Source: an optimization exercise on an open RTL-to-GDS flow (aim: small area). Production flows keep margins and buffers that such runs may drop.
Where RTL was checked, it was by simulation tests only, not by an equivalence proof against the original.
The flow treats the clock pin as an ideal source, which a real chip does not have.
No activity file was given, so power comes from the tool's default toggle rates.

==> flow/design.v <==
`timescale 1ns / 1ps
`default_nettype none
 `timescale 1ns / 1ps
`default_nettype none
 `timescale 1ns / 1ps
`default_nettype none
module xmodem(
    output wire xmodem_done,
    output wire xmodem_saw_valid_block,
    output wire xmodem_saw_invalid_block,
    output wire xmodem_receiving_repeat_block,
    output wire xmodem_saw_valid_msg_byte,
    output wire [7:0] xmodem_data_byte,
    output wire tx,
    input wire start,
    input wire rx_pin,
    input wire clk, rst
);
    reg rx_q1, rx_s, rx_d;
    always @(posedge clk, posedge rst)
        if (rst) begin
            rx_q1 <= 1'b1;
            rx_s  <= 1'b1;
        end else begin
            rx_q1 <= rx_pin;
            rx_s  <= rx_q1;
        end
    always @(posedge clk) rx_d <= rx_s;
    wire negedge_rx = ~rx_s & rx_d;
    reg [3:0] r;                             
    reg [8:0] rc;                            
    reg [8:0] data;
    wire r_idle = r[3] & r[1] & r[0];        
    wire r_b10  = r[3] & r[1] & ~r[0];       
    wire rc_max = (rc[7:0] == 8'b0111_1000);
    wire take_sample = ~r_idle & rc_max;
    always @(posedge clk, posedge rst)
        if (rst) r <= 4'd11;
        else if (r_idle) r <= negedge_rx ? 4'd0 : 4'd11;
        else if (rc_max | r_b10) r <= r + 4'd1;
    always @(posedge clk)
        if (r_idle) rc <= 9'b1_0110_0010;    
        else rc <= {rc[7:4], rc[3] ^ rc_max, rc[2:0], rc[8] ^ rc[3]};
    always @(posedge clk, posedge rst)
        if (rst) data <= 9'd0;
        else if (take_sample) data <= {rx_s, data[8:1]};
    wire [7:0] data_byte = data[7:0];
    wire svb = r_b10 & data[8];              
    reg       D;
    reg [6:0] n;
    reg [7:0] chk;
    reg [7:0] prev;
    reg       F1, F2;
    wire b_SA = ~D &  n[1] &  n[0];
    wire b_SB = ~D & ~n[1] & ~n[0];
    wire b_SC = ~D & ~n[1] &  n[0];
    wire b_SE = ~D &  n[1] & ~n[0];
    wire is_SOH = (data_byte == 8'h01);
    wire is_EOT = (data_byte == 8'h04);
    wire adv = svb & (~b_SA | is_SOH);
    always @(posedge clk, posedge rst)
        if (rst) begin
            D <= 1'b0;
            n <= 7'd3;
        end else if (adv) begin
            n[1:0] <= n[1:0] + 2'd1;
            n[6:2] <= n[6:2] + {4'd0, D & n[1] & n[0]};
            D <= D ^ (n == 7'd1);
        end
    always @(posedge clk)
        if (~D & ~n[1]) chk <= 8'd0;
        else if (svb) chk <= chk + data_byte;
    wire [7:0] t;                            
    assign t[0] = 1'b1;
    genvar gi;
    generate
        for (gi = 1; gi < 8; gi = gi + 1) begin : g_t
            assign t[gi] = t[gi-1] & prev[gi-1];
        end
    endgenerate
    wire [7:0] dd = data_byte ^ prev;
    wire [7:0] de = dd ^ t;
    always @(posedge clk)
        if (svb & b_SB) begin
            F1 <= ~|dd;
            F2 <= ~|de;
        end else if (svb & b_SC) begin
            F1 <= (F1 & (&dd)) | (F2 & (&de));
        end
    wire saw_block = svb & b_SE;
    wire valid_block = F1 & (chk == data_byte);
    wire saw_valid_block = saw_block & valid_block;
    wire saw_invalid_block = saw_block & ~valid_block;
    wire saw_EOT_block = svb & b_SA & is_EOT;
    always @(posedge clk, posedge rst)
        if (rst) prev <= 8'd0;
        else if (saw_valid_block & F2) prev <= prev ^ t;
    assign xmodem_data_byte = data_byte;
    assign xmodem_saw_valid_msg_byte = svb & D;
    assign xmodem_saw_valid_block = saw_valid_block;
    assign xmodem_saw_invalid_block = saw_invalid_block;
    assign xmodem_receiving_repeat_block = svb & b_SC & F1;
    assign xmodem_done = saw_EOT_block;
    reg        ps;
    reg [3:0]  tc, ic;
    reg [17:0] tmr;
    wire tfN = (tmr[16:0] == 17'b0_1101_1001_1110_1010);
    wire timeout = (tc == 4'd10) | (ic == 4'd10);
    always @(posedge clk, posedge rst)
        if (rst) ps <= 1'b0;
        else ps <= ps ? ~(timeout | saw_EOT_block) : start;
    always @(posedge clk, posedge rst)
        if (rst) tc <= 4'd0;
        else if (ps & saw_valid_block) tc <= 4'd0;
        else if (ps & tfN) tc <= tc + 4'd1;
    always @(posedge clk, posedge rst)
        if (rst) ic <= 4'd0;
        else if (ps & saw_valid_block) ic <= 4'd0;
        else if (ps & saw_invalid_block) ic <= ic + 4'd1;
    always @(posedge clk, posedge rst)
        if (rst) tmr <= 18'b01_1011_0011_1101_0101;    
        else if (ps & (tfN | ~saw_valid_block))
            tmr <= {tmr[16:0], tmr[17] ^ tmr[6] ^ tfN};
    wire send_ACK = ps ? saw_valid_block : saw_EOT_block;
    wire send_NAK = ps ? (tfN | saw_invalid_block) : start;
    reg [3:0] s;                             
    reg       ack;
    reg [8:0] tcy;                           
    wire s_idle = s[3] & s[1] & s[0];
    wire s_b10  = s[3] & s[1] & ~s[0];
    wire bit_sent = (tcy[7:0] == 8'b0111_1000);
    always @(posedge clk, posedge rst)
        if (rst) s <= 4'd11;
        else if (s_idle) s <= (send_ACK | send_NAK) ? 4'd0 : 4'd11;
        else if (bit_sent | s_b10) s <= s + 4'd1;
    always @(posedge clk)
        if (s_idle) ack <= send_ACK;
    always @(posedge clk)
        if (s_idle) tcy <= 9'b0_1110_0001;   
        else tcy <= {tcy[7:4], tcy[3] ^ bit_sent, tcy[2:0], tcy[8] ^ tcy[3]};
    reg txb;
    always @(*)
        case (s)
            4'd1:    txb = 1'b0;
            4'd2:    txb = ~ack;             
            4'd3:    txb = ack;
            4'd5:    txb = 1'b0;
            4'd6:    txb = ~ack;
            4'd7:    txb = 1'b0;
            4'd8:    txb = 1'b0;
            4'd9:    txb = 1'b0;
            default: txb = 1'b1;
        endcase
    assign tx = txb;
endmodule
Settings: LEC_CHECK=0, CAP_MARGIN=20, CORE_MARGIN=2, CORE_UTILIZATION=40, SLEW_MARGIN=20; clock period 20.0 ns.
run.sh (not shown) runs the stock make flow with config.mk's settings and CLKGATE_MAP_FILE= SYNTH_SCRIPT=/design/flow/synth_recipe.tcl, a recipe that flattens the netlist after the stock synthesis.
Change:
- CTS_BUF_LIST: not set -> sky130_fd_sc_hd__clkbuf_8
- CTS_CLUSTER_SIZE: not set -> 24
First-iteration DRC count rises by a few percent.
Sequential power barely changes.
Worst setup slack loses 0.033 ns.
Utilization falls by 0.88 points.
Power falls by roughly a tenth.
Wire length falls slightly.
Register-to-register slack barely changes.
Change:
- CTS_BUF_LIST: sky130_fd_sc_hd__clkbuf_8 -> sky130_fd_sc_hd__clkbuf_4 sky130_fd_sc_hd__clkbuf_8
- CTS_CLUSTER_SIZE: 24 -> not set
Effect: The new run finished with timing, DRC and antenna clean; routed wire length hardly moves; worst hold slack stays flat; global-route usage does not change; sequential power barely changes; via count grows by 0.66%; setup slack improves by 0.0087 ns; clock-buffer cell count grows by 2; final cell count stays the same.

========
xmodem, a different RTL version from the one above (not shown whole).
For scale: ~430 cells after synthesis, roughly 4000 um2 of cells after synthesis.
Settings: LEC_CHECK=0, CAP_MARGIN=0, CORE_MARGIN=2, CORE_UTILIZATION=40, CTS_BUF_LIST=sky130_fd_sc_hd__clkbuf_8, CTS_CLUSTER_SIZE=24, SLEW_MARGIN=0; clock period 20.0 ns.
standard.sh (not shown) runs the stock make flow with config.mk's settings and CLKGATE_MAP_FILE= SYNTH_SCRIPT=/design/flow/synth_recipe.tcl, a recipe that flattens the netlist after the stock synthesis.
==> flow/flow/run.sh <==
#!/bin/bash
# Own layout flow: the standard synthesis, then an area-oriented re-mapping
# of its combinational logic (registers, their names and cell types kept),
# then the standard layout steps with 1-drive port buffers.
set -euo pipefail
W=$PWD
R=$W/orfs/results/$FLOW_PLATFORM/xmodem/base
LIB=$FLOW_HOME/platforms/$FLOW_PLATFORM/lib/sky130_fd_sc_hd__tt_025C_1v80.lib
YOSYS=${YOSYS_EXE:-$FLOW_HOME/../tools/install/yosys/bin/yosys}

bash standard.sh synth > $W/std_synth.log 2>&1
cp $R/1_2_yosys.v $W/std_1_2_yosys.v

RS_LIB=$LIB RS_IN=$W/std_1_2_yosys.v RS_OUT=$W/resynth.v RS_TOP=$FLOW_TOP \
  RS_ABC=$W/flow/area.abc $YOSYS -c $W/flow/resynth.tcl > $W/resynth.log 2>&1

# replace the synthesized netlist and rebuild 1_synth.odb from it
cp $W/resynth.v $R/1_2_yosys.v
rm -f $R/1_synth.odb $R/1_synth.sdc
bash standard.sh synth > $W/std_synth_odb.log 2>&1

bash standard.sh "BUFFER_PORTS_ARGS=-buffer_cell sky130_fd_sc_hd__buf_1" finish > $W/std_finish.log 2>&1
Other scripts of this flow, unchanged in this note and not shown: flow/flow/area.abc, flow/flow/resynth.tcl
The first run finished clean.
Next try:
- CORE_UTILIZATION: 40 -> 60
- CTS_BUF_LIST: sky130_fd_sc_hd__clkbuf_8 -> sky130_fd_sc_hd__clkbuf_16
- CTS_CLUSTER_DIAMETER: not set -> 200
- CTS_CLUSTER_SIZE: 24 -> 50
Result: The changed run produced a clean layout; design area goes up by 0.31%; wire length goes down by 6.9%; power goes up by 7.1%; maximum frequency goes up by 0.58%; setup slack improves by 0.038 ns; sequential power is about the same; critical path depth does not change; clock-buffer cell count goes down by 1.
No functional check of the RTL was part of any run of this note.

========
xmodem, a different RTL version from the one above (not shown whole).
Size in the first run: roughly 430 cells after synthesis, ~0.0039 sq mm of cells after synthesis.
==> flow/config.mk <==
export PLATFORM = sky130hd
export DESIGN_NAME = xmodem
export DESIGN_NICKNAME = xmodem
export VERILOG_FILES = /design/flow/design.v
export SDC_FILE = /design/flow/constraint.sdc
export NUM_CORES = 4
export LEC_CHECK = 0
export CAP_MARGIN = 20
export CORE_MARGIN = 2
export CORE_UTILIZATION = 65
export SLEW_MARGIN = 20
==> flow/constraint.sdc <==
create_clock -name core_clock -period 20.0 [get_ports {clk}]
set_input_delay 4.0000 -clock core_clock [delete_from_list [all_inputs] [get_ports {clk}]]
set_output_delay 4.0000 -clock core_clock [all_outputs]
set_load 0.01 [all_outputs]
==> flow/flow/run.sh <==
#!/bin/bash
# Own layout flow: the standard synthesis, then an area-oriented re-mapping
# of its combinational logic (registers, their names and cell types kept),
# then the standard layout steps with 1-drive port buffers and a clock
# tree without dummy load cells.
set -euo pipefail
W=$PWD
R=$W/orfs/results/$FLOW_PLATFORM/xmodem/base
LIB=$FLOW_HOME/platforms/$FLOW_PLATFORM/lib/sky130_fd_sc_hd__tt_025C_1v80.lib
YOSYS=${YOSYS_EXE:-$FLOW_HOME/../tools/install/yosys/bin/yosys}

bash standard.sh synth > $W/std_synth.log 2>&1
cp $R/1_2_yosys.v $W/std_1_2_yosys.v

# re-map with each ABC script in flow/abc/ (in parallel), keep the smallest netlist
for s in $W/flow/abc/*.abc; do
  n=$(basename $s .abc)
  ( RS_LIB=$LIB RS_IN=$W/std_1_2_yosys.v RS_OUT=$W/resynth_$n.v RS_TOP=$FLOW_TOP \
      RS_ABC=$s timeout 600 $YOSYS -c $W/flow/resynth.tcl > $W/resynth_$n.log 2>&1 || true ) &
done
wait
best=""; best_area=""
for s in $W/flow/abc/*.abc; do
  n=$(basename $s .abc)
  [[ -f $W/resynth_$n.v.stat && -f $W/resynth_$n.v ]] || continue
  a=$(awk '/Chip area/ {print $NF}' $W/resynth_$n.v.stat)
  [[ -n "$a" ]] || continue
  echo "$n $a" >> $W/resynth_areas.txt
  if [[ -z "$best" ]] || awk -v a=$a -v b=$best_area 'BEGIN{exit !(a<b)}'; then
    best=$n; best_area=$a
  fi
done
echo "best $best $best_area" >> $W/resynth_areas.txt
[[ -n "$best" ]]

# replace the synthesized netlist and rebuild 1_synth.odb from it
cp $W/resynth_$best.v $R/1_2_yosys.v
rm -f $R/1_synth.odb $R/1_synth.sdc
bash standard.sh synth > $W/std_synth_odb.log 2>&1

CTS="-sink_clustering_enable -repair_clock_nets -dont_use_dummy_load"
if [[ -f $W/flow/cts_args.txt ]]; then CTS="$CTS $(cat $W/flow/cts_args.txt)"; fi
bash standard.sh "BUFFER_PORTS_ARGS=-buffer_cell sky130_fd_sc_hd__buf_1" "CTS_ARGS=$CTS" finish > $W/std_finish.log 2>&1
Other scripts of this flow, unchanged in this note and not shown: flow/flow/abc/b5.abc, flow/flow/abc/d3.abc, flow/flow/abc/d4.abc, flow/flow/abc/d7.abc, flow/flow/cts_args.txt, flow/flow/resynth.tcl
The first run completed without violations.
==> next run, changes <==
--- a/flow/flow/run.sh
+++ b/flow/flow/run.sh
@@ -4,3 +4,4 @@
 # then the standard layout steps with 1-drive port buffers and a clock
-# tree without dummy load cells.
+# tree without dummy load cells whose buffers are then downsized where the
+# clock-pin slew allows.
 set -euo pipefail
@@ -42,2 +43,2 @@
 if [[ -f $W/flow/cts_args.txt ]]; then CTS="$CTS $(cat $W/flow/cts_args.txt)"; fi
-bash standard.sh "BUFFER_PORTS_ARGS=-buffer_cell sky130_fd_sc_hd__buf_1" "CTS_ARGS=$CTS" finish > $W/std_finish.log 2>&1
+bash standard.sh "BUFFER_PORTS_ARGS=-buffer_cell sky130_fd_sc_hd__buf_1" "CTS_ARGS=$CTS" "POST_CTS_TCL=$W/flow/post_cts.tcl" finish > $W/std_finish.log 2>&1
==> flow/flow/post_cts.tcl (new file) <==
set ::pc_limit 0.110
proc pc_worst_clk_slew {} {
  set w 0
  foreach p [get_pins -hierarchical */CLK] {
    foreach rf {rise fall} {
      set s [get_property $p slew_max_$rf]
      if {$s > $w} { set w $s }
    }
  }
  return $w
}
estimate_parasitics -placement
puts "post_cts: worst clock-pin slew before [pc_worst_clk_slew] ns"
set bufs {}
foreach inst [[ord::get_db_block] getInsts] {
  set m [[$inst getMaster] getName]
  if {[regexp {^sky130_fd_sc_hd__clkbuf_(\d+)$} $m -> sz] && [string match clkbuf_* [$inst getName]]} {
    lappend bufs [$inst getName]
  }
}
foreach name $bufs {
  set c [get_cells $name]
  set orig [get_property $c ref_name]
  set keep $orig
  foreach b {sky130_fd_sc_hd__clkbuf_4 sky130_fd_sc_hd__clkbuf_2} {
    replace_cell $c $b
    estimate_parasitics -placement
    if {[pc_worst_clk_slew] <= $::pc_limit} { set keep $b } else { break }
  }
  replace_cell $c $keep
  estimate_parasitics -placement
  puts "post_cts: $name $orig -> $keep"
}
puts "post_cts: worst clock-pin slew after [pc_worst_clk_slew] ns"
detailed_placement
check_placement -verbose
--- a/flow/config.mk
+++ b/flow/config.mk
@@ -9,3 +9,3 @@
 export CORE_MARGIN = 2
-export CORE_UTILIZATION = 65
+export CORE_UTILIZATION = 80
 export SLEW_MARGIN = 20
Cell count falls by about 4%.
Critical path depth does not change.
Design area falls by about 1.1%.
Non-clock buffer count stays the same.
Worst setup slack got worse by 0.30 ns.
==> next run, changes <==
--- a/flow/config.mk
+++ b/flow/config.mk
@@ -9,3 +9,3 @@
 export CORE_MARGIN = 2
-export CORE_UTILIZATION = 80
+export CORE_UTILIZATION = 65
 export SLEW_MARGIN = 20
Outcome:
- The changed run completed without violations
- clock-buffer cell count does not change
- global-route usage is lower by 9.4 points
- die area grows by about a fifth

## port drivers added, routing unchanged
The results above use ideal ports. As a check the final layouts listed here were re-extracted and re-timed, cells and wires unchanged. Step 1 assumes that a clkbuf_16 drives the clock port and a buf_2 every other input. Step 2 times the ports against the registers' clock, not the clock port: input delays grow and output delays shrink by t, the midpoint of the rising clock arrivals with the driver on. a / b / c = no drivers / after step 1 / after step 2; a / b = the first two.
| run | t, ns | setup WS [ns] | hold WS [ns] | slew at the worst register clock pin (ns) |
|---|---|---|---|---|
| the first run of note 1 | 0.377 | 13.155 / 13.117 / 13.493 | 0.356 / 0.356 / 0.356 | 0.06 / 0.06 |
| the second run of note 1 | 0.400 | 13.121 / 13.087 / 13.487 | 0.359 / 0.359 / 0.359 | 0.09 / 0.09 |
| the third run of note 1 | 0.401 | 13.130 / 13.096 / 13.497 | 0.360 / 0.360 / 0.360 | 0.09 / 0.09 |
| the first run of note 2 | 0.396 | 13.443 / 13.410 / 13.806 | 0.360 / 0.360 / 0.360 | 0.09 / 0.09 |
| the second run of note 2 | 0.368 | 13.481 / 13.447 / 13.815 | 0.356 / 0.356 / 0.356 | 0.07 / 0.07 |
| the first run of note 3 | 0.369 | 13.477 / 13.446 / 13.816 | 0.366 / 0.366 / 0.366 | 0.10 / 0.10 |
| the second run of note 3 | 0.573 | 13.172 / 13.145 / 13.718 | 0.362 / 0.362 / 0.362 | 0.10 / 0.10 |
| the third run of note 3 | 0.501 | 13.319 / 13.291 / 13.792 | 0.366 / 0.366 / 0.366 | 0.11 / 0.11 |
After both steps every run listed still meets setup and hold.
